Source: an optimization exercise on an open RTL-to-GDS flow (aim: small area and a short achievable clock period). Production flows keep margins and buffers that such runs may drop. At most, simulation tests tie the RTL to the original design; equivalence was not proved. Power and IR drop assume default switching activity.

// matrix_convol
module matrix_convol #(parameter m=9, f=3) (clk, rst, a, b, stride, out, done);
For scale: ~830 flip-flops, ~39 I/O pins, roughly 0.023 sq mm of cells after synthesis.
Settings: LEC_CHECK=0, CAP_MARGIN=20, CORE_MARGIN=2, CORE_UTILIZATION=60, CTS_BUF_LIST=sky130_fd_sc_hd__clkbuf_8, CTS_CLUSTER_DIAMETER=60, CTS_CLUSTER_SIZE=20, SLEW_MARGIN=20; clock period 11.0 ns.
standard.sh (not shown) runs the stock make flow with config.mk's settings and CLKGATE_MAP_FILE= SYNTH_SCRIPT=/design/flow/synth_recipe.tcl, a recipe that flattens the netlist after the stock synthesis.
==> flow/flow/run.sh <==
#!/bin/bash
# The standard layout (the standard.sh, every step unchanged), with the
# ports buffered by a plain buffer (buf_4) and a clock tree without dummy
# loads, with clkbuf_16 at its root and upper level and clkbuf_8 at its leaves.
set -euo pipefail
export BUFFER_PORTS_ARGS="-buffer_cell sky130_fd_sc_hd__buf_4"
export CTS_ARGS="-sink_clustering_enable -repair_clock_nets -sink_clustering_size 20 -sink_clustering_max_diameter 60 -buf_list sky130_fd_sc_hd__clkbuf_8 -root_buf sky130_fd_sc_hd__clkbuf_16 -dont_use_dummy_load"
bash standard.sh > standard.log 2>&1
The starting point ran to the end with no violations.
Change:
--- a/flow/flow/run.sh
+++ b/flow/flow/run.sh
@@ -4 +4,2 @@
-# loads, with clkbuf_16 at its root and upper level and clkbuf_8 at its leaves.
+# loads, with clkbuf_16 at its root and upper level and clkbuf_8 at its
+# leaves; timing repair aims at a 3.05 ns period.
@@ -7,0 +9 @@
+export SETUP_SLACK_MARGIN=7.95
--- a/flow/config.mk
+++ b/flow/config.mk
@@ -10 +10 @@
-export CORE_UTILIZATION = 60
+export CORE_UTILIZATION = 40
=> The new run went through all stages and came out clean. Cell area is higher by 2.2%. Die area goes up by 49%. Core utilization is lower by 21 points. Worst setup slack gains 0.075 ns. Wire length went up by 2.2%. Combinational power stays flat. Maximum frequency went up by 2.4%. Global-route usage is lower by 6.6 points. Power came out higher by 0.87%. Synthesized cell count stays the same.

## v19
matrix_convol, a different RTL version from the one above (not shown whole).
Size: ~1500 cells after synthesis, about 830 flip-flops, about 39 I/O pins, about 23000 um^2 of cells after synthesis.
==> flow/config.mk <==
export PLATFORM = sky130hd
export DESIGN_NAME = matrix_convol
export DESIGN_NICKNAME = matrix_convol
export VERILOG_FILES = /design/flow/design.v
export SDC_FILE = /design/flow/constraint.sdc
export NUM_CORES = 4
export LEC_CHECK = 0
export CAP_MARGIN = 20
export CORE_MARGIN = 2
export CORE_UTILIZATION = 40
export CTS_BUF_LIST = sky130_fd_sc_hd__clkbuf_8
export CTS_CLUSTER_DIAMETER = 60
export CTS_CLUSTER_SIZE = 20
export SLEW_MARGIN = 20
==> flow/constraint.sdc <==
create_clock -name core_clock -period 11.0 [get_ports {clk}]
set_input_delay 2.2000 -clock core_clock [delete_from_list [all_inputs] [get_ports {clk}]]
set_output_delay 2.2000 -clock core_clock [all_outputs]
set_load 0.01 [all_outputs]
run.sh (not shown) runs the stock make flow with config.mk's settings and CLKGATE_MAP_FILE= SYNTH_SCRIPT=/design/flow/synth_recipe.tcl, a recipe that flattens the netlist after the stock synthesis.
Stock flow here: none of the scripts above is used.
Input-level comparison between v46 and v19:
==> flow/flow/run.sh (new file) <==
#!/bin/bash
# The standard layout (the standard.sh, every step unchanged), with the
# ports buffered by a plain buffer (buf_4) and no dummy clock loads.
set -euo pipefail
export BUFFER_PORTS_ARGS="-buffer_cell sky130_fd_sc_hd__buf_4"
export CTS_ARGS="-sink_clustering_enable -repair_clock_nets -sink_clustering_size 20 -sink_clustering_max_diameter 60 -buf_list sky130_fd_sc_hd__clkbuf_8 -dont_use_dummy_load"
bash standard.sh > standard.log 2>&1
==> flow/standard.sh (new file) <==
#!/bin/bash
# synth_recipe.tcl (not shown) runs the flow's synth.tcl, then flattens the netlist and writes it again
# the make line also repeats each setting of config.mk as NAME=value (left out here)
make -C /OpenROAD-flow-scripts/flow DESIGN_CONFIG=/design/flow/config.mk WORK_HOME=/design/flow/orfs CLKGATE_MAP_FILE= SYNTH_SCRIPT=/design/flow/synth_recipe.tcl "${@:-finish}"
removed: flow/run.sh
--- outcome ---
v46: all stages complete, timing, DRC and antenna checks passed. Min detailed placer's ending HPWL across v46 and v19: v46. Compared with v19, v46 shows post-layout utilization of the core lower by 0.78 points. Compared with v19, final area in v46 decreased slightly. Of the two candidates, v19 has the worse switching power summed over all nets and v46 the better one. Diff v19..v46 | sequential cell count | unchanged. v46 gives less via count of the first global-routing pass than v19 did. The higher layout overhead on the synthesized area came out of v19. Worst hold slack deteriorates in v46 relative to v19. ~same wire length per cell in v46 and v19. Compared with v19, in v46 met2 global-route usage moved down, overall power decreased 4.0%.
Inputs modified between v46 and v11:
==> flow/flow/run.sh <==
#!/bin/bash
# The standard layout (the standard.sh, every step unchanged), with the
# ports buffered by a plain buffer (buf_4) instead of the default choice.
set -euo pipefail
export BUFFER_PORTS_ARGS="-buffer_cell sky130_fd_sc_hd__buf_4"
bash standard.sh > standard.log 2>&1
Notes after the runs:
- Diff v46 -> v11 | worst hold margin | increase of 0.051 ns
- Between v46 and v11, the final non-filler cell area is higher for v11.
- Core util | v11 vs v46 | v11 higher
- v11 against v46: number of vias per cell decreased by 0.018 relative to the old numbers, routed wire length flat, setup slack lower, number of stages on the worst setup path ~0 delta.
- Compared v46 against v11; via count of the first global-routing pass within noise.
- For the clock share of power, v11 came in 1.7 points higher than v46 did.
- Total power draw on v11 is behind v46.
- On met3 track demand over resource in global routing, v46 and v11 are neck and neck.
### v11 -> v47
==> flow/flow/run.sh <==
#!/bin/bash
# The standard layout (the standard.sh, every step unchanged), with the
# ports buffered by a plain buffer (buf_4) no dummy clock loads, and timing repair aimed at a 3.1 ns period.
set -euo pipefail
export BUFFER_PORTS_ARGS="-buffer_cell sky130_fd_sc_hd__buf_4"
export CTS_ARGS="-sink_clustering_enable -repair_clock_nets -sink_clustering_size 20 -sink_clustering_max_diameter 60 -buf_list sky130_fd_sc_hd__clkbuf_8 -dont_use_dummy_load"
export SETUP_SLACK_MARGIN=7.9
bash standard.sh > standard.log 2>&1
--- outcome ---
Compared with v11, in v47 proportion of power drawn by the clock network now smaller, clock network contribution to total cell area went down, required time reported for the critical path endpoint ~0 delta.

Another version of the RTL of matrix_convol (not shown whole).
For scale: about 1,600 cells after synthesis, about 840 flip-flops, ~39 I/O pins, about 23,000 um2 of cells after synthesis.
## matrix_convol
module matrix_convol #(parameter m=9, f=3) (clk, rst, a, b, stride, out, done);
input clk, rst;
input [7:0] a, b;
input [3:0] stride;
output reg [15:0] out;
output reg done;
localparam [1:0] S_IDLE = 2'd0, S_LOAD = 2'd1, S_MAC = 2'd2, S_STEP = 2'd3;
reg [1:0] state;
reg [3:0] lr;       
reg [3:0] lc;       
reg [2:0] cc, cr;   
reg       ov;       
reg [647:0] xq;     
reg [71:0]  hq;     
reg [8:0]  rs;      
reg [1:0]  r, c;    
reg [8:0]  hs;      
reg [7:0]  xr, hr;  
reg [15:0] ps, pc;  
reg [15:0] acc;
wire ld_st   = (state == S_LOAD);
wire mac_st  = (state == S_MAC);
wire step_st = (state == S_STEP);
wire last_e  = (lc == 4'd8);
integer R, j;
always @(posedge clk) begin
    for (R = 0; R < 9; R = R + 1) begin
        for (j = 1; j < 9; j = j + 1)
            xq[(9*R+j)*8 +: 8] <= xq[(9*R+j-1)*8 +: 8];
        if (ld_st && lr == R)
            xq[(9*R)*8 +: 8] <= a;
        else
            xq[(9*R)*8 +: 8] <= xq[(9*R+8)*8 +: 8];
    end
    for (j = 1; j < 9; j = j + 1)
        hq[j*8 +: 8] <= hq[(j-1)*8 +: 8];
    if (ld_st && lr == 4'd0)
        hq[7:0] <= b;
    else
        hq[7:0] <= hq[71:64];
end
reg [7:0] xt, ht;
always @(*) begin
    xt = 8'd0;
    ht = 8'd0;
    for (R = 0; R < 9; R = R + 1) begin
        xt = xt | ({8{rs[R]}} & xq[(9*R + (3*R)%9)*8 +: 8]);
        ht = ht | ({8{hs[R]}} & hq[R*8 +: 8]);
    end
end
reg [8:0] hs_n, rs_n;
reg [1:0] r_n, c_n;
always @(*) begin
    hs_n = 9'd0;
    case ({cr, cc})
        6'd0: hs_n = 9'b000000001;
        6'd1: hs_n = 9'b000000010;
        6'd2: hs_n = 9'b000000100;
        6'd3: hs_n = 9'b000001000;
        6'd4: hs_n = 9'b000010000;
        6'd5: hs_n = 9'b000100000;
        6'd6: hs_n = 9'b001000000;
        6'd7: hs_n = 9'b010000000;
        6'd8: hs_n = 9'b000001000;
        6'd9: hs_n = 9'b000010000;
        6'd10: hs_n = 9'b000100000;
        6'd11: hs_n = 9'b001000000;
        6'd12: hs_n = 9'b010000000;
  ...
make LEC_CHECK=0 CAP_MARGIN=20 CORE_MARGIN=2 CORE_UTILIZATION=40 CTS_BUF_LIST='sky130_fd_sc_hd__clkbuf_8 sky130_fd_sc_hd__clkbuf_4' SLEW_MARGIN=20 finish   # period 11.0 ns
Stock flow here: none of the scripts above is used.
The starting point passed the timing, design-rule and antenna checks.
Next try:
CTS_BUF_LIST = not set   (was sky130_fd_sc_hd__clkbuf_8 sky130_fd_sc_hd__clkbuf_4)
Outcome: Global-route usage barely changes; clock power goes up by roughly a tenth; core utilization rises by 0.34 points; design area rises slightly; total power increases by a few percent; final cell count shrinks by a few percent; worst setup slack improves by 0.038 ns; synthesized area is unchanged.
No run of this note included a check of the RTL's function; only the layout flow was run.

north:
Another version of the RTL of matrix_convol (not shown whole).
For scale: roughly 1,600 cells after synthesis, roughly 840 flip-flops, roughly 39 I/O pins, about 23,000 um2 of cells after synthesis.
Settings: LEC_CHECK=0, CAP_MARGIN=20, CORE_MARGIN=2, CORE_UTILIZATION=40, CTS_BUF_LIST=sky130_fd_sc_hd__clkbuf_8, CTS_CLUSTER_DIAMETER=60, CTS_CLUSTER_SIZE=20, SLEW_MARGIN=20; clock period 11.0 ns.
The flow did not stop early for north: all stages ran, and the layout cleared the timing, design-rule and antenna checks.
Here is what was changed in the inputs of south compared with north.
- a change of CTS_CLUSTER_DIAMETER from 60 to 50
- a change of CTS_CLUSTER_SIZE from 20 to 16
Notes after the runs:
south: all stages complete, timing, DRC and antenna checks passed. [compare] base=north new=south: global-route usage now larger; portion of netlist area occupied by mux cells comparable; die area comparable; part of the total power dissipated in combinational logic now smaller; register-to-register slack now larger. Higher area added between synthesis and finish among south and north: south. south against north: number of nets produced by synthesis closely matched the old numbers; post-detailed-routing wire length increased by about 0.8% relative to the old numbers; clock power share increased by 2.7 points relative to the old numbers; global-route wire length before repair increased by 0.55% relative to the old numbers.
No functional check of the RTL was part of any run of this note.

[port drivers added, routing unchanged]
How much do the figures lean on ideal ports? The routed layouts below were timed once more, with nothing changed but the port constraints. Step 1: set_driving_cell puts a clkbuf_16 on clk and a buf_2 on each other input, an assumption about the parent block. Step 2 moves the port delays by t, midway between the first and last clock arrival at a register: inputs arrive t later, outputs are due t later. That takes back most of the time a late clock gives input paths. Slacks: ideal ports / drivers / drivers and shift; pairs: ideal ports / drivers.
| run | t (ns) | setup slack, ns | clock arrival spread, ns |
|---|---|---|---|
| the first run of note 1 | 0.594 | 7.730 / 7.674 / 7.954 | 0.063 / 0.063 |
| the second run of note 1 | 0.597 | 7.805 / 7.745 / 8.056 | 0.119 / 0.119 |
| v19 | 0.722 | 7.244 / 7.193 / 7.731 | 0.047 / 0.047 |
| v46 | 0.699 | 7.619 / 7.567 / 7.990 | 0.104 / 0.104 |
| v11 | 0.727 | 7.535 / 7.481 / 7.993 | 0.048 / 0.048 |
| v47 | 0.701 | 7.620 / 7.568 / 7.999 | 0.103 / 0.103 |
| the first run of note 3 | 0.744 | 7.242 / 7.188 / 6.661 | 0.037 / 0.037 |
| the second run of note 3 | 0.657 | 7.280 / 7.255 / 6.659 | 0.021 / 0.022 |
| north | 0.726 | 7.274 / 7.219 / 7.742 | 0.040 / 0.039 |
| south | 0.714 | 7.281 / 7.227 / 7.712 | 0.041 / 0.041 |
After both steps every run listed still meets setup and hold. The setup slack of the second run of note 3, which loses most, moves by -0.025 ns with the drivers and by -0.621 ns with both steps.
